This is an optimization exercise on Yosys and OpenROAD, whose aim is small area, not a production implementation.
At most, simulation tests tie the RTL to the original design; equivalence was not proved.
No functional check of the RTL was part of run 1.

==> flow/design.v (outline; a module is shown in full before it is edited, if it fits) <==
// module MULTI_32bit: 2029 lines
// module fa_cell: 6 lines
// module ha_cell: 6 lines
// module bsel: 7 lines
// module aoi22_cell: 5 lines
// module bsel1: 5 lines
// module bsel_pos: 5 lines
// module xnor_cell: 5 lines
// module xor_cell: 5 lines
// module or_cell: 5 lines
// module nor_cell: 5 lines
module MULTI_32bit(clk, rst, A, B, F);
  // ...
==> flow/flow/run.sh <==
#!/bin/bash
# Own layout flow: the standard ORFS flow (standard.sh, unchanged synthesis) with
#  - port buffers of a small buffer cell instead of the default delay buffer,
#  - every combinational cell set to its smallest drive strength after floorplan,
#    so that the later repair steps only upsize what timing, slew and load need.
set -euo pipefail
W=$(pwd)
export POST_FLOORPLAN_TCL=$W/flow/downsize.tcl
if [[ -f $W/flow/port_buffer ]]; then
  export BUFFER_PORTS_ARGS="-buffer_cell $(cat $W/flow/port_buffer)"
fi
bash standard.sh > $W/standard_flow.log 2>&1
==> flow/flow/downsize.tcl <==
# Generated table: each combinational cell -> the smallest-area cell with the same footprint and function.
set downsize_map [dict create \
  sky130_fd_sc_hd__a2111o_2 sky130_fd_sc_hd__a2111o_1 \
  sky130_fd_sc_hd__a2111o_4 sky130_fd_sc_hd__a2111o_1 \
  sky130_fd_sc_hd__a2111oi_1 sky130_fd_sc_hd__a2111oi_0 \
  sky130_fd_sc_hd__a2111oi_2 sky130_fd_sc_hd__a2111oi_0 \
  sky130_fd_sc_hd__a2111oi_4 sky130_fd_sc_hd__a2111oi_0 \
  sky130_fd_sc_hd__a211o_2 sky130_fd_sc_hd__a211o_1 \
  sky130_fd_sc_hd__a211o_4 sky130_fd_sc_hd__a211o_1 \
  sky130_fd_sc_hd__a211oi_2 sky130_fd_sc_hd__a211oi_1 \
  sky130_fd_sc_hd__a211oi_4 sky130_fd_sc_hd__a211oi_1 \
  sky130_fd_sc_hd__a21bo_4 sky130_fd_sc_hd__a21bo_1 \
  sky130_fd_sc_hd__a21boi_2 sky130_fd_sc_hd__a21boi_0 \
  sky130_fd_sc_hd__a21boi_4 sky130_fd_sc_hd__a21boi_0 \
  sky130_fd_sc_hd__a21o_2 sky130_fd_sc_hd__a21o_1 \
  sky130_fd_sc_hd__a21o_4 sky130_fd_sc_hd__a21o_1 \
  sky130_fd_sc_hd__a21oi_2 sky130_fd_sc_hd__a21oi_1 \
  sky130_fd_sc_hd__a21oi_4 sky130_fd_sc_hd__a21oi_1 \
  sky130_fd_sc_hd__a221o_2 sky130_fd_sc_hd__a221o_1 \
  sky130_fd_sc_hd__a221o_4 sky130_fd_sc_hd__a221o_1 \
  sky130_fd_sc_hd__a221oi_2 sky130_fd_sc_hd__a221oi_1 \
  sky130_fd_sc_hd__a221oi_4 sky130_fd_sc_hd__a221oi_1 \
  sky130_fd_sc_hd__a22o_2 sky130_fd_sc_hd__a22o_1 \
  sky130_fd_sc_hd__a22o_4 sky130_fd_sc_hd__a22o_1 \
  sky130_fd_sc_hd__a22oi_2 sky130_fd_sc_hd__a22oi_1 \
  sky130_fd_sc_hd__a22oi_4 sky130_fd_sc_hd__a22oi_1 \
  sky130_fd_sc_hd__a2bb2o_2 sky130_fd_sc_hd__a2bb2o_1 \
  sky130_fd_sc_hd__a2bb2o_4 sky130_fd_sc_hd__a2bb2o_1 \
  sky130_fd_sc_hd__a2bb2oi_2 sky130_fd_sc_hd__a2bb2oi_1 \
  sky130_fd_sc_hd__a2bb2oi_4 sky130_fd_sc_hd__a2bb2oi_1 \
  sky130_fd_sc_hd__a311o_2 sky130_fd_sc_hd__a311o_1 \
  sky130_fd_sc_hd__a311o_4 sky130_fd_sc_hd__a311o_1 \
  sky130_fd_sc_hd__a311oi_2 sky130_fd_sc_hd__a311oi_1 \
  sky130_fd_sc_hd__a311oi_4 sky130_fd_sc_hd__a311oi_1 \
  sky130_fd_sc_hd__a31o_4 sky130_fd_sc_hd__a31o_1 \
  sky130_fd_sc_hd__a31oi_2 sky130_fd_sc_hd__a31oi_1 \
  sky130_fd_sc_hd__a31oi_4 sky130_fd_sc_hd__a31oi_1 \
  sky130_fd_sc_hd__a32o_2 sky130_fd_sc_hd__a32o_1 \
  sky130_fd_sc_hd__a32o_4 sky130_fd_sc_hd__a32o_1 \
  sky130_fd_sc_hd__a32oi_2 sky130_fd_sc_hd__a32oi_1 \
  sky130_fd_sc_hd__a32oi_4 sky130_fd_sc_hd__a32oi_1 \
  sky130_fd_sc_hd__a41o_2 sky130_fd_sc_hd__a41o_1 \
  sky130_fd_sc_hd__a41o_4 sky130_fd_sc_hd__a41o_1 \
  sky130_fd_sc_hd__a41oi_2 sky130_fd_sc_hd__a41oi_1 \
  sky130_fd_sc_hd__a41oi_4 sky130_fd_sc_hd__a41oi_1 \
  sky130_fd_sc_hd__and2_2 sky130_fd_sc_hd__and2_0 \
  sky130_fd_sc_hd__and2_4 sky130_fd_sc_hd__and2_0 \
  sky130_fd_sc_hd__and2b_2 sky130_fd_sc_hd__and2b_1 \
  sky130_fd_sc_hd__and2b_4 sky130_fd_sc_hd__and2b_1 \
  sky130_fd_sc_hd__and3_2 sky130_fd_sc_hd__and3_1 \
  sky130_fd_sc_hd__and3_4 sky130_fd_sc_hd__and3_1 \
  sky130_fd_sc_hd__and3b_2 sky130_fd_sc_hd__and3b_1 \
  sky130_fd_sc_hd__and3b_4 sky130_fd_sc_hd__and3b_1 \
  sky130_fd_sc_hd__and4_2 sky130_fd_sc_hd__and4_1 \
  sky130_fd_sc_hd__and4_4 sky130_fd_sc_hd__and4_1 \
  sky130_fd_sc_hd__and4b_2 sky130_fd_sc_hd__and4b_1 \
  sky130_fd_sc_hd__and4b_4 sky130_fd_sc_hd__and4b_1 \
  sky130_fd_sc_hd__and4bb_4 sky130_fd_sc_hd__and4bb_1 \
  sky130_fd_sc_hd__buf_12 sky130_fd_sc_hd__buf_1 \
  sky130_fd_sc_hd__buf_16 sky130_fd_sc_hd__buf_1 \
  sky130_fd_sc_hd__buf_2 sky130_fd_sc_hd__buf_1 \
  sky130_fd_sc_hd__buf_4 sky130_fd_sc_hd__buf_1 \
  sky130_fd_sc_hd__buf_6 sky130_fd_sc_hd__buf_1 \
  sky130_fd_sc_hd__buf_8 sky130_fd_sc_hd__buf_1 \
  sky130_fd_sc_hd__bufbuf_16 sky130_fd_sc_hd__buf_1 \
  sky130_fd_sc_hd__bufbuf_8 sky130_fd_sc_hd__buf_1 \
  sky130_fd_sc_hd__bufinv_16 sky130_fd_sc_hd__inv_1 \
  sky130_fd_sc_hd__bufinv_8 sky130_fd_sc_hd__inv_1 \
  sky130_fd_sc_hd__clkbuf_16 sky130_fd_sc_hd__clkbuf_1 \
  sky130_fd_sc_hd__clkbuf_2 sky130_fd_sc_hd__clkbuf_1 \
  sky130_fd_sc_hd__clkbuf_4 sky130_fd_sc_hd__clkbuf_1 \
  sky130_fd_sc_hd__clkbuf_8 sky130_fd_sc_hd__clkbuf_1 \
  sky130_fd_sc_hd__clkinv_16 sky130_fd_sc_hd__clkinv_1 \
  sky130_fd_sc_hd__clkinv_2 sky130_fd_sc_hd__clkinv_1 \
  sky130_fd_sc_hd__clkinv_4 sky130_fd_sc_hd__clkinv_1 \
  sky130_fd_sc_hd__clkinv_8 sky130_fd_sc_hd__clkinv_1 \
  sky130_fd_sc_hd__clkinvlp_2 sky130_fd_sc_hd__inv_1 \
  sky130_fd_sc_hd__clkinvlp_4 sky130_fd_sc_hd__inv_1 \
  sky130_fd_sc_hd__ebufn_2 sky130_fd_sc_hd__ebufn_1 \
  sky130_fd_sc_hd__ebufn_4 sky130_fd_sc_hd__ebufn_1 \
  sky130_fd_sc_hd__ebufn_8 sky130_fd_sc_hd__ebufn_1 \
  sky130_fd_sc_hd__einvn_1 sky130_fd_sc_hd__einvn_0 \
  sky130_fd_sc_hd__einvn_2 sky130_fd_sc_hd__einvn_0 \
  sky130_fd_sc_hd__einvn_4 sky130_fd_sc_hd__einvn_0 \
  sky130_fd_sc_hd__einvn_8 sky130_fd_sc_hd__einvn_0 \
  sky130_fd_sc_hd__einvp_2 sky130_fd_sc_hd__einvp_1 \
  sky130_fd_sc_hd__einvp_4 sky130_fd_sc_hd__einvp_1 \
  sky130_fd_sc_hd__einvp_8 sky130_fd_sc_hd__einvp_1 \
  sky130_fd_sc_hd__fa_2 sky130_fd_sc_hd__fa_1 \
  sky130_fd_sc_hd__fa_4 sky130_fd_sc_hd__fa_1 \
  sky130_fd_sc_hd__ha_2 sky130_fd_sc_hd__ha_1 \
  sky130_fd_sc_hd__ha_4 sky130_fd_sc_hd__ha_1 \
  sky130_fd_sc_hd__inv_12 sky130_fd_sc_hd__inv_1 \
  sky130_fd_sc_hd__inv_16 sky130_fd_sc_hd__inv_1 \
  sky130_fd_sc_hd__inv_4 sky130_fd_sc_hd__inv_1 \
  sky130_fd_sc_hd__inv_6 sky130_fd_sc_hd__inv_1 \
  sky130_fd_sc_hd__inv_8 sky130_fd_sc_hd__inv_1 \
  sky130_fd_sc_hd__maj3_2 sky130_fd_sc_hd__maj3_1 \
  sky130_fd_sc_hd__maj3_4 sky130_fd_sc_hd__maj3_1 \
  sky130_fd_sc_hd__mux2_4 sky130_fd_sc_hd__mux2_1 \
  sky130_fd_sc_hd__mux2_8 sky130_fd_sc_hd__mux2_1 \
  sky130_fd_sc_hd__mux2i_2 sky130_fd_sc_hd__mux2i_1 \
  sky130_fd_sc_hd__mux2i_4 sky130_fd_sc_hd__mux2i_1 \
  sky130_fd_sc_hd__mux4_1 sky130_fd_sc_hd__mux4_2 \
  sky130_fd_sc_hd__mux4_4 sky130_fd_sc_hd__mux4_2 \
  sky130_fd_sc_hd__nand2_2 sky130_fd_sc_hd__nand2_1 \
  sky130_fd_sc_hd__nand2_4 sky130_fd_sc_hd__nand2_1 \
  sky130_fd_sc_hd__nand2_8 sky130_fd_sc_hd__nand2_1 \
  sky130_fd_sc_hd__nand2b_2 sky130_fd_sc_hd__nand2b_1 \
  sky130_fd_sc_hd__nand2b_4 sky130_fd_sc_hd__nand2b_1 \
  sky130_fd_sc_hd__nand3_2 sky130_fd_sc_hd__nand3_1 \
  sky130_fd_sc_hd__nand3_4 sky130_fd_sc_hd__nand3_1 \
  sky130_fd_sc_hd__nand3b_2 sky130_fd_sc_hd__nand3b_1 \
  sky130_fd_sc_hd__nand3b_4 sky130_fd_sc_hd__nand3b_1 \
  sky130_fd_sc_hd__nand4_2 sky130_fd_sc_hd__nand4_1 \
  sky130_fd_sc_hd__nand4_4 sky130_fd_sc_hd__nand4_1 \
  sky130_fd_sc_hd__nand4b_2 sky130_fd_sc_hd__nand4b_1 \
  sky130_fd_sc_hd__nand4b_4 sky130_fd_sc_hd__nand4b_1 \
  sky130_fd_sc_hd__nand4bb_2 sky130_fd_sc_hd__nand4bb_1 \
  sky130_fd_sc_hd__nand4bb_4 sky130_fd_sc_hd__nand4bb_1 \
  sky130_fd_sc_hd__nor2_2 sky130_fd_sc_hd__nor2_1 \
  sky130_fd_sc_hd__nor2_4 sky130_fd_sc_hd__nor2_1 \
  sky130_fd_sc_hd__nor2_8 sky130_fd_sc_hd__nor2_1 \
  sky130_fd_sc_hd__nor2b_2 sky130_fd_sc_hd__nor2b_1 \
  sky130_fd_sc_hd__nor2b_4 sky130_fd_sc_hd__nor2b_1 \
  sky130_fd_sc_hd__nor3_2 sky130_fd_sc_hd__nor3_1 \
  sky130_fd_sc_hd__nor3_4 sky130_fd_sc_hd__nor3_1 \
  sky130_fd_sc_hd__nor3b_2 sky130_fd_sc_hd__nor3b_1 \
  sky130_fd_sc_hd__nor3b_4 sky130_fd_sc_hd__nor3b_1 \
  sky130_fd_sc_hd__nor4_2 sky130_fd_sc_hd__nor4_1 \
  sky130_fd_sc_hd__nor4_4 sky130_fd_sc_hd__nor4_1 \
  sky130_fd_sc_hd__nor4b_2 sky130_fd_sc_hd__nor4b_1 \
  sky130_fd_sc_hd__nor4b_4 sky130_fd_sc_hd__nor4b_1 \
  sky130_fd_sc_hd__nor4bb_2 sky130_fd_sc_hd__nor4bb_1 \
  sky130_fd_sc_hd__nor4bb_4 sky130_fd_sc_hd__nor4bb_1 \
  sky130_fd_sc_hd__o2111a_2 sky130_fd_sc_hd__o2111a_1 \
  sky130_fd_sc_hd__o2111a_4 sky130_fd_sc_hd__o2111a_1 \
  sky130_fd_sc_hd__o2111ai_2 sky130_fd_sc_hd__o2111ai_1 \
  sky130_fd_sc_hd__o2111ai_4 sky130_fd_sc_hd__o2111ai_1 \
  sky130_fd_sc_hd__o211a_4 sky130_fd_sc_hd__o211a_1 \
  sky130_fd_sc_hd__o211ai_2 sky130_fd_sc_hd__o211ai_1 \
  sky130_fd_sc_hd__o211ai_4 sky130_fd_sc_hd__o211ai_1 \
  sky130_fd_sc_hd__o21a_2 sky130_fd_sc_hd__o21a_1 \
  sky130_fd_sc_hd__o21a_4 sky130_fd_sc_hd__o21a_1 \
  sky130_fd_sc_hd__o21ai_2 sky130_fd_sc_hd__o21ai_0 \
  sky130_fd_sc_hd__o21ai_4 sky130_fd_sc_hd__o21ai_0 \
  sky130_fd_sc_hd__o21ba_4 sky130_fd_sc_hd__o21ba_1 \
  sky130_fd_sc_hd__o21bai_2 sky130_fd_sc_hd__o21bai_1 \
  sky130_fd_sc_hd__o21bai_4 sky130_fd_sc_hd__o21bai_1 \
  sky130_fd_sc_hd__o221a_4 sky130_fd_sc_hd__o221a_1 \
  sky130_fd_sc_hd__o221ai_2 sky130_fd_sc_hd__o221ai_1 \
  sky130_fd_sc_hd__o221ai_4 sky130_fd_sc_hd__o221ai_1 \
  sky130_fd_sc_hd__o22a_2 sky130_fd_sc_hd__o22a_1 \
  sky130_fd_sc_hd__o22a_4 sky130_fd_sc_hd__o22a_1 \
  sky130_fd_sc_hd__o22ai_2 sky130_fd_sc_hd__o22ai_1 \
  sky130_fd_sc_hd__o22ai_4 sky130_fd_sc_hd__o22ai_1 \
  sky130_fd_sc_hd__o2bb2a_2 sky130_fd_sc_hd__o2bb2a_1 \
  sky130_fd_sc_hd__o2bb2a_4 sky130_fd_sc_hd__o2bb2a_1 \
  sky130_fd_sc_hd__o2bb2ai_2 sky130_fd_sc_hd__o2bb2ai_1 \
  sky130_fd_sc_hd__o2bb2ai_4 sky130_fd_sc_hd__o2bb2ai_1 \
  sky130_fd_sc_hd__o311a_2 sky130_fd_sc_hd__o311a_1 \
  sky130_fd_sc_hd__o311a_4 sky130_fd_sc_hd__o311a_1 \
  sky130_fd_sc_hd__o311ai_2 sky130_fd_sc_hd__o311ai_0 \
  sky130_fd_sc_hd__o311ai_4 sky130_fd_sc_hd__o311ai_0 \
  sky130_fd_sc_hd__o31a_2 sky130_fd_sc_hd__o31a_1 \
  sky130_fd_sc_hd__o31a_4 sky130_fd_sc_hd__o31a_1 \
  sky130_fd_sc_hd__o31ai_2 sky130_fd_sc_hd__o31ai_1 \
  sky130_fd_sc_hd__o31ai_4 sky130_fd_sc_hd__o31ai_1 \
  sky130_fd_sc_hd__o32a_2 sky130_fd_sc_hd__o32a_1 \
  sky130_fd_sc_hd__o32a_4 sky130_fd_sc_hd__o32a_1 \
  sky130_fd_sc_hd__o32ai_2 sky130_fd_sc_hd__o32ai_1 \
  sky130_fd_sc_hd__o32ai_4 sky130_fd_sc_hd__o32ai_1 \
  sky130_fd_sc_hd__o41a_2 sky130_fd_sc_hd__o41a_1 \
  sky130_fd_sc_hd__o41a_4 sky130_fd_sc_hd__o41a_1 \
  sky130_fd_sc_hd__o41ai_2 sky130_fd_sc_hd__o41ai_1 \
  sky130_fd_sc_hd__o41ai_4 sky130_fd_sc_hd__o41ai_1 \
  sky130_fd_sc_hd__or2_4 sky130_fd_sc_hd__or2_0 \
  sky130_fd_sc_hd__or2b_2 sky130_fd_sc_hd__or2b_1 \
  sky130_fd_sc_hd__or2b_4 sky130_fd_sc_hd__or2b_1 \
  sky130_fd_sc_hd__or3_2 sky130_fd_sc_hd__or3_1 \
  sky130_fd_sc_hd__or3_4 sky130_fd_sc_hd__or3_1 \
  sky130_fd_sc_hd__or3b_4 sky130_fd_sc_hd__or3b_1 \
  sky130_fd_sc_hd__or4_2 sky130_fd_sc_hd__or4_1 \
  sky130_fd_sc_hd__or4_4 sky130_fd_sc_hd__or4_1 \
  sky130_fd_sc_hd__or4b_4 sky130_fd_sc_hd__or4b_1 \
  sky130_fd_sc_hd__or4bb_2 sky130_fd_sc_hd__or4bb_1 \
  sky130_fd_sc_hd__or4bb_4 sky130_fd_sc_hd__or4bb_1 \
  sky130_fd_sc_hd__xnor2_2 sky130_fd_sc_hd__xnor2_1 \
  sky130_fd_sc_hd__xnor2_4 sky130_fd_sc_hd__xnor2_1 \
  sky130_fd_sc_hd__xnor3_2 sky130_fd_sc_hd__xnor3_1 \
  sky130_fd_sc_hd__xnor3_4 sky130_fd_sc_hd__xnor3_1 \
  sky130_fd_sc_hd__xor2_2 sky130_fd_sc_hd__xor2_1 \
  sky130_fd_sc_hd__xor2_4 sky130_fd_sc_hd__xor2_1 \
  sky130_fd_sc_hd__xor3_2 sky130_fd_sc_hd__xor3_1 \
  sky130_fd_sc_hd__xor3_4 sky130_fd_sc_hd__xor3_1 \
]
set n_down 0
set area_before 0.0
foreach inst [[ord::get_db_block] getInsts] {
  set m [[$inst getMaster] getName]
  if {[dict exists $downsize_map $m]} {
    replace_cell [$inst getName] [dict get $downsize_map $m]
    incr n_down
  }
}
puts "downsize.tcl: set $n_down instances to their smallest cell"
==> flow/flow/port_buffer <==
sky130_fd_sc_hd__buf_1
==> flow/standard.sh <==
#!/bin/bash
# synth_recipe.tcl (not shown) runs the flow's synth.tcl, then flattens the netlist and writes it again
# the make line also repeats each setting of config.mk as NAME=value (left out here)
make -C /OpenROAD-flow-scripts/flow DESIGN_CONFIG=/design/flow/config.mk WORK_HOME=/design/flow/orfs CLKGATE_MAP_FILE= SYNTH_SCRIPT=/design/flow/synth_recipe.tcl "${@:-finish}"
==> flow/config.mk <==
export PLATFORM = sky130hd
export DESIGN_NAME = MULTI_32bit
export DESIGN_NICKNAME = MULTI_32bit
export VERILOG_FILES = /design/flow/design.v
export SDC_FILE = /design/flow/constraint.sdc
export NUM_CORES = 4
export LEC_CHECK = 0
export CAP_MARGIN = 20
export CORE_MARGIN = 2
export CORE_UTILIZATION = 55
export CTS_BUF_LIST = sky130_fd_sc_hd__clkbuf_4
export SLEW_MARGIN = 20
export SYNTH_HIERARCHICAL = 1
export SYNTH_MINIMUM_KEEP_SIZE = 0
==> flow/constraint.sdc <==
create_clock -name core_clock -period 8.0 [get_ports {clk}]
set_input_delay 1.6000 -clock core_clock [delete_from_list [all_inputs] [get_ports {clk}]]
set_output_delay 1.6000 -clock core_clock [all_outputs]
set_load 0.01 [all_outputs]
==> results.yml, run 1 <==
clock_network:
  cts_tree: "done"
  cts_sinks: 119
  root_buffer: "clkbuf_4"
  postCtsSetupBuffers: 0
synth:
  avgSynthCellArea_sq_um: 10.6
  ys_types: 76
  seq_area_frac_synth_pct: 13.1
  synth_mux_area_share_pct: 3.20
  async_flop_share_pct: 0
  yosys.area.top_type: "fa_1"
  synth_edf_count: 0
  netlist_area_sq_um: 18200
  ys_warn_count: 7
critical_path:
  worstSetupEndpointType: "flip-flop"
  worst-path-buf-inv: 3
  crit_family: "adder cells"
sta:
  fin_tns_setup_ns: 0
  min_period_ns: 7.52
  hold_ws_ns: 0.324
  period_share_pct: 94.0
cells_and_area:
  top_register: "r1p"
  drive_gt1_share_pct: 8.03
  seq_share_pct: 12.7
  fin_nets: 2255
  largest_reg_flops: 46
routing:
  drt-pass1-iter-count: 6
  met2_length_microns: 23800
  drc: 0
  vias_per_cell: 6.16
outcome:
  status: "finished clean"
placed_design:
  placed_cell_area_sq_um: 18500
  dp_slack_ns: 0.0650
  gp_congestion: 0.899
floorplanning:
  io_pins: 98
global_route:
  grt_max_degree: 62
==> inputs of run 2 (changes only) <==
--- a/flow/design.v
+++ b/flow/design.v
@@ -1951,87 +1951,122 @@
   wire G776;
   wire P777;
   assign G776 = g608 | (p609 & G732);
   assign P777 = p609 & P733;
   wire G778;
   wire P779;
   assign G778 = g612 | (p613 & G712);
   assign P779 = p613 & P713;
-  assign prod[0] = p525;
-  assign prod[1] = p527 ^ g524;
-  assign prod[2] = p529 ^ G616;
-  assign prod[3] = p531 ^ G736;
-  assign prod[4] = p533 ^ G662;
-  assign prod[5] = p535 ^ G738;
-  assign prod[6] = p537 ^ G714;
-  assign prod[7] = p539 ^ G740;
-  assign prod[8] = p541 ^ G684;
-  assign prod[9] = p543 ^ G742;
-  assign prod[10] = p545 ^ G716;
-  assign prod[11] = p547 ^ G744;
-  assign prod[12] = p549 ^ G704;
-  assign prod[13] = p551 ^ G746;
-  assign prod[14] = p553 ^ G718;
-  assign prod[15] = p555 ^ G748;
-  assign prod[16] = p557 ^ G694;
-  assign prod[17] = p559 ^ G750;
-  assign prod[18] = p561 ^ G720;
-  assign prod[19] = p563 ^ G752;
-  assign prod[20] = p565 ^ G706;
-  assign prod[21] = p567 ^ G754;
-  assign prod[22] = p569 ^ G722;
-  assign prod[23] = p571 ^ G756;
-  assign prod[24] = p573 ^ G700;
-  assign prod[25] = p575 ^ G758;
-  assign prod[26] = p577 ^ G724;
-  assign prod[27] = p579 ^ G760;
-  assign prod[28] = p581 ^ G708;
-  assign prod[29] = p583 ^ G762;
-  assign prod[30] = p585 ^ G726;
-  assign prod[31] = p587 ^ G764;
-  assign prod[32] = p589 ^ G698;
-  assign prod[33] = p591 ^ G766;
-  assign prod[34] = p593 ^ G728;
-  assign prod[35] = p595 ^ G768;
-  assign prod[36] = p597 ^ G710;
-  assign prod[37] = p599 ^ G770;
-  assign prod[38] = p601 ^ G730;
-  assign prod[39] = p603 ^ G772;
-  assign prod[40] = p605 ^ G702;
-  assign prod[41] = p607 ^ G774;
-  assign prod[42] = p609 ^ G732;
-  assign prod[43] = p611 ^ G776;
-  assign prod[44] = p613 ^ G712;
-  assign prod[45] = p615 ^ G778;
+  assign prod[0] = ~p525;
+  assign prod[1] = ~(p527 ^ g524);
+  assign prod[2] = ~(p529 ^ G616);
+  assign prod[3] = ~(p531 ^ G736);
+  assign prod[4] = ~(p533 ^ G662);
+  assign prod[5] = ~(p535 ^ G738);
+  assign prod[6] = ~(p537 ^ G714);
+  assign prod[7] = ~(p539 ^ G740);
+  assign prod[8] = ~(p541 ^ G684);
+  assign prod[9] = ~(p543 ^ G742);
+  assign prod[10] = ~(p545 ^ G716);
+  assign prod[11] = ~(p547 ^ G744);
+  assign prod[12] = ~(p549 ^ G704);
+  assign prod[13] = ~(p551 ^ G746);
+  assign prod[14] = ~(p553 ^ G718);
+  assign prod[15] = ~(p555 ^ G748);
+  assign prod[16] = ~(p557 ^ G694);
+  assign prod[17] = ~(p559 ^ G750);
+  assign prod[18] = ~(p561 ^ G720);
+  assign prod[19] = ~(p563 ^ G752);
+  assign prod[20] = ~(p565 ^ G706);
+  assign prod[21] = ~(p567 ^ G754);
+  assign prod[22] = ~(p569 ^ G722);
+  assign prod[23] = ~(p571 ^ G756);
+  assign prod[24] = ~(p573 ^ G700);
+  assign prod[25] = ~(p575 ^ G758);
+  assign prod[26] = ~(p577 ^ G724);
+  assign prod[27] = ~(p579 ^ G760);
+  assign prod[28] = ~(p581 ^ G708);
+  assign prod[29] = ~(p583 ^ G762);
+  assign prod[30] = ~(p585 ^ G726);
+  assign prod[31] = ~(p587 ^ G764);
+  assign prod[32] = ~(p589 ^ G698);
+  assign prod[33] = ~(p591 ^ G766);
+  assign prod[34] = ~(p593 ^ G728);
+  assign prod[35] = ~(p595 ^ G768);
+  assign prod[36] = ~(p597 ^ G710);
+  assign prod[37] = ~(p599 ^ G770);
+  assign prod[38] = ~(p601 ^ G730);
+  assign prod[39] = ~(p603 ^ G772);
+  assign prod[40] = ~(p605 ^ G702);
+  assign prod[41] = ~(p607 ^ G774);
+  assign prod[42] = ~(p609 ^ G732);
+  assign prod[43] = ~(p611 ^ G776);
+  assign prod[44] = ~(p613 ^ G712);
+  assign prod[45] = ~(p615 ^ G778);
   reg [45:0] r1p;
   reg [7:0] r1e;
   reg r1s;
   reg [31:0] r2;
   always @(posedge clk) begin
     r1p <= prod;
     r1e <= A[30:23] + B[30:23] + 8'd151;  
     r1s <= A[31] ^ B[31];
   end
-  reg [4:0] sh;
-  integer k;
-  wire [22:0] lzv = {r1p[45:25], r1p[24] | r1p[23], 1'b1};
-  always @(*) begin
-    sh = 5'd22;
-    for (k = 0; k < 23; k = k + 1)
-      if (lzv[k]) sh = 22 - k;
-  end
-  wire [45:0] nsh = r1p << sh;
-  wire [22:0] nman = nsh[44:22];
-  wire [7:0] nexp = r1e - {3'b0, sh};
+  wire [30:0] nres;
+  nrm u_nrm (.Dn(r1p), .e(r1e), .o(nres));
+  wire [7:0] nexp = nres[30:23];
+  wire [22:0] nman = nres[22:0];
   always @(posedge clk) begin
     r2 <= {r1s, nexp, nman};
     F <= r2;
   end
 endmodule
+module nrm(input [45:0] Dn, input [7:0] e, output [30:0] o);
+  wire [7:0] Z;
+  genvar g;
+  generate for (g = 0; g < 7; g = g + 1) begin : zg
+    if (g < 6) assign Z[g] = &Dn[45-3*g -: 3];
+    else assign Z[g] = &Dn[27:25];
+  end endgenerate
+  assign Z[7] = 1'b0;
+  wire q1 = Z[0] & Z[1] & Z[2];
+  wire q2 = q1 & Z[3] & Z[4] & Z[5];
+  wire qa0 = ~q1, qa1 = q1 & ~q2, qa2 = q2;
+  wire zr0 = qa0 ? Z[0] : (qa1 ? Z[3] : Z[6]);
+  wire zr1 = qa0 ? Z[1] : (qa1 & Z[4]);
+  wire rb0 = ~zr0, rb1 = zr0 & ~zr1, rb2 = zr0 & zr1;
+  wire [45:0] v1;    
+  wire [45:0] v2n;   
+  genvar x;
+  generate for (x = 0; x < 46; x = x + 1) begin : la
+    if (x < 14) assign v1[x] = 1'b0;
+    else if (x < 18) aoi22_cell ua (.a0(Dn[x]), .a1(Dn[x-9]), .one(qa0), .two(qa1), .y(v1[x]));
+    else aoi222_cell ua (.a(Dn[x]), .b(Dn[x-9]), .c(Dn[x-18]), .sa(qa0), .sb(qa1), .sc(qa2), .y(v1[x]));
+  end endgenerate
+  generate for (x = 0; x < 46; x = x + 1) begin : lb
+    if (x < 20) assign v2n[x] = 1'b1;
+    else aoi222_cell ub (.a(v1[x]), .b(v1[x-3]), .c(v1[x-6]), .sa(rb0), .sb(rb1), .sc(rb2), .y(v2n[x]));
+  end endgenerate
+  wire s21 = qa2 & rb1;
+  wire t0 = ~v2n[45] | (s21 & ~Dn[23]);
+  wire t1 = ~t0 & (~v2n[44] | s21);
+  wire t2 = ~t0 & ~t1;
+  wire [22:0] man;
+  generate for (x = 0; x < 23; x = x + 1) begin : lc
+    aoi222_cell uc (.a(v2n[22+x]), .b(v2n[21+x]), .c(v2n[20+x]), .sa(t0), .sb(t1), .sc(t2), .y(man[x]));
+  end endgenerate
+  wire [4:0] sh = (qa1 ? 5'd9 : qa2 ? 5'd18 : 5'd0) + (rb1 ? 5'd3 : rb2 ? 5'd6 : 5'd0) + (t1 ? 5'd1 : t2 ? 5'd2 : 5'd0);
+  assign o = {e - {3'b0, sh}, man};
+endmodule
+module aoi222_cell(a, b, c, sa, sb, sc, y);
+  input a, b, c, sa, sb, sc;
+  output y;
+  assign y = ~((sa & a) | (sb & b) | (sc & c));
+endmodule
 module fa_cell(a, b, c, s, co);
   input a, b, c;
   output s, co;
   assign s = a ^ b ^ c;
   assign co = (a & b) | (a & c) | (b & c);
 endmodule
 module ha_cell(a, b, s, co);
   input a, b;
--- a/flow/flow/run.sh
+++ b/flow/flow/run.sh
@@ -4,9 +4,12 @@
 #  - every combinational cell set to its smallest drive strength after floorplan,
 #    so that the later repair steps only upsize what timing, slew and load need.
 set -euo pipefail
 W=$(pwd)
 export POST_FLOORPLAN_TCL=$W/flow/downsize.tcl
 if [[ -f $W/flow/port_buffer ]]; then
   export BUFFER_PORTS_ARGS="-buffer_cell $(cat $W/flow/port_buffer)"
 fi
+if [[ -f $W/flow/cts_args ]]; then
+  export CTS_ARGS="$(cat $W/flow/cts_args)"
+fi
 bash standard.sh > $W/standard_flow.log 2>&1
==> flow/flow/cts_args (new file) <==
-sink_clustering_enable -repair_clock_nets -dont_use_dummy_load -buf_list {sky130_fd_sc_hd__clkbuf_4 sky130_fd_sc_hd__clkbuf_8}
==> flow/config.mk (replaced) <==
export PLATFORM = sky130hd
export DESIGN_NAME = MULTI_32bit
export DESIGN_NICKNAME = MULTI_32bit
export VERILOG_FILES = /design/flow/design.v
export SDC_FILE = /design/flow/constraint.sdc
export NUM_CORES = 4
export LEC_CHECK = 0
export CAP_MARGIN = 20
export CORE_MARGIN = 2
export CORE_UTILIZATION = 55
export SLEW_MARGIN = 20
export SYNTH_HIERARCHICAL = 1
export SYNTH_MINIMUM_KEEP_SIZE = 0
==> run 2 against run 1 <==
Net effect:
- highest routed layer unchanged
- worst setup slack gained 0.042 ns
- still clean
- critical path type unchanged
- global-route usage shrank 2.9 points
- synthesized cell count shrank 13%
- cell area shrank 5.8%
==> results.yml, run 2 <==
outcome:
  status: "finished clean"
cells_and_area:
  seqCellArea_sq_um: 2380
  largest_reg_flops: 46
  fin_nets: 2078
  multiInputGateArea_sq_um: 13100
  top_register: "r1p"
  layout_common_cells: "xor2_1 (337), a22oi_1 (268), fa_1 (224)"
  fin_cells: 2117
  reg_top3: "r1p: 46 flops, F: 32 flops, r2: 32 flops"
  areaGrowthSynthToFinish_pct: 3.53
  antennaDiodeCount: 0
  drive_gt1_share_pct: 7.90
  final_area_sq_um: 17700
  layout_commonest_cell: "xor2_1"
  final.fill_count: 2776
critical_path:
  r2r-end: "r2[30]"
  startpoint_type: "input port"
  crit_required_ns: 8.28
  worstPathMaxFanout: 14
  arrival_ns: 7.76
  reg2reg_slack_ns: 2.08
  crit_path_end: "r1p[45]"
  crit_chain: "buf_1 > ha_1 > buf_4 > a22oi_1 > xor2_1 > or2_1 > fa_1 > fa_1 > fa_1 > fa_1 > xor2_1 > and4_1 > nand3_1 > or4_1 > a2bb2oi_1 > nand3_1 > a31o_2 > a41oi_1 > a21oi_1 > ha_1 > nor2_1 > xor2_1"
  path_common_cell: "fa_1"
  cp_slowest_cell: "ha_1"
  worstSetupEndpointType: "flip-flop"
  crit_type: "in2reg"
  reg2reg_depth: 17
  r2r-start: "r1p[40]"
  critPathLaunch: "B[5]"
  cpPeakStageDelay_ns: 0.62
placed_design:
  placed_cell_area_sq_um: 17400
  dp.cells: 2100
  gp_congestion: 0.923
  io_buffers: 96
  hpwlAfterDp_microns: 36300
routing:
  vias_per_cell: 6.22
  drt-pass1-iter-count: 12
  drt_wl_total_microns: 45200
  drtIter0Drc: 1465
  drc: 0
  wire_per_inst_microns: 21.4
  vias: 13200
  ant_nets: 0
clock_network:
  cts_resized: 0
  cts_hold_buf: 0
  htree_levels: 4
  cts_tree: "done"
  clk_pin_slew_ns: 0.08
  postCtsSetupBuffers: 0
  clockBufferDepth: 2
  root_buffer: "clkbuf_8"
  cts_sinks: 119
  cts_buffers: 17
  insertion_delay_ns: 0.41
global_route:
  grt_use_met1_pct: 39.8
  grt_usage_pct: 28.0
  grt_max_degree: 40
  grt_first_pass_wirelength_microns: 73000
  use_met3_pct: 4.39
  overflow: 0
  use_met2_pct: 45.7
  antenna_found_initial: 0
  grt_busiest_layer: "met2"
  grt_pass1_vias: 13200
synth:
  synthTopCellsByCount: "xor2_1 (337), a22oi_2 (268), fa_1 (224)"
  avgSynthCellArea_sq_um: 11.4
  synth_edf_count: 0
  ys_warn_count: 7
  synth_most_common_cell: "xor2_1"
  netlist_area_sq_um: 17100
  ys_ff_latch: 119
  synth_ff_type: "dfxtp_1"
  syn_nets: 1856
  yosys.area.top_type: "fa_1"
  synth_top_area_share_pct: 26.3
  ys_types: 48
  async_flop_share_pct: 0
  post_synth_main_area_contributors: "fa_1 (26%), a22oi_2 (20%), xor2_1 (17%), dfxtp_1 (14%), ha_1 (4.8%)"
  seq_area_frac_synth_pct: 14.0
  synth_cells: 1501
sta:
  final_hold_viol_count: 0
  rsz0062_at_grt: "false"
  fin_tns_setup_ns: 0
  hold_ws_ns: 0.299
  min_period_ns: 7.48
  clock.fmax_mhz: 134
  slew_headroom_pct: 46.3
  tightest_slew_ns: 0.805
  setup_violations: 0
  period_share_pct: 93.4
  slew_viol_final: 0
  fin_skew_ns: 0.0299
min_path:
  hp-class: "reg2reg"
floorplanning:
  fp-row-count: 64
  io_pins: 98
  start_util_pct: 55.8
  die_y_microns: 180
  dieArea_sq_um: 32400
  die_w_microns: 180
  coreArea_sq_um: 30600
job:
  drv_cap: 0
run 2: stage by stage:
| step | util (%) | worst slack [ns] |
|---|---|---|
| 2_1_floorplan | - | 0.0136 |
| 3_3_place_gp | 57.0 | 0.287 |
| 3_5_place_dp | 57.0 | 0.156 |
| 4_1_cts | 57.7 | 0.570 |
| 5_1_grt | 57.7 | 0.214 |
| 6_report | 57.7 | 0.525 |
run 2: logic make-up after synthesis:
| family | Yosys count | share of synthesized area (%) |
|---|---|---|
| flops | 119 | 14.0 |
| xor+xnor | 374 | 19.2 |
| fa+ha+maj | 289 | 31.1 |
| buf+inv | 65 | 1.47 |
| simple gates | 217 | 6.42 |
| compound gates | 437 | 27.9 |
run 2: worst min-delay path by stage:
stage	start	end	slack (ns)	cells after the start
CTS	r2[23]	F[23]	0.30	0
global placement	r2[13]	F[13]	0.31	0
finish	r2[13]	F[13]	0.30	0
detailed placement	r2[20]	F[20]	0.31	0
global route	r2[13]	F[13]	0.31	0
floorplan	r2[0]	F[0]	0.31	0
run 2: layer usage:
layer,share of wire (%),wire (microns),vias up
met4,1.5,699,0
met5,0,0,-
met3,8.3,3780,50
li1,-,-,5975
met2,47,21100,619
met1,44,19700,6519
run 2: worst max-delay path: cells and delay by family:
kind / cells / cell delay (ns)
simple gates: 6 / 1.44
xor+xnor: 3 / 0.60
compound gates: 5 / 0.82
fa+ha+maj: 6 / 2.80
buf+inv: 2 / 0.47
run 2: final cells by class:
| cell class | instances | share of cell area (%) |
|---|---|---|
| Clock buffer | 17 | 1.32 |
| Inverter | 64 | 1.36 |
| Multi-Input combinational cell | 1317 | 74.0 |
| Sequential cell | 119 | 13.5 |
| Tap cell | 396 | 2.80 |
| Timing Repair Buffer | 204 | 6.99 |
run 2: per-module statistics from Yosys, one instance, submodules excluded, a selection:
module | times used | area, sq um | cells inside
xnor_cell | 31 | 8.76 | 1
nrm | 1 | 537 | 67
aoi22_cell | 246 | 12.5 | 1
bsel1 | 22 | 12.5 | 2
nor_cell | 44 | 3.75 | 1
bsel_pos | 22 | 12.5 | 1
aoi222_cell | 77 | 10.0 | 1

port drivers added, routing unchanged:
Ports are ideal in the flow. The routed layouts listed here were re-timed in OpenROAD.
Step 1 sets driving cells, clkbuf_16 on the clock port and buf_2 on the other inputs (assumed; they add their load-dependent delay and slew).
Step 2 also shifts input and output timing later by t, the mid clock arrival at the registers, as if the neighbouring blocks saw the same clock.
a / b / c = ideal / step 1 / step 2; a / b = the first two.
run | t, ns | setup WS [ns] | latest minus earliest clock arrival (ns)
run 1 | 0.563 | 0.483 / 0.500 / -0.063 | 0.020 / 0.020
run 2 | 0.435 | 0.525 / 0.540 / 0.105 | 0.040 / 0.040
With both steps, setup timing fails in run 1, where it was met with ideal ports. The setup slack of run 1, which loses most, moves by +0.017 ns with the drivers and by -0.546 ns with both steps.
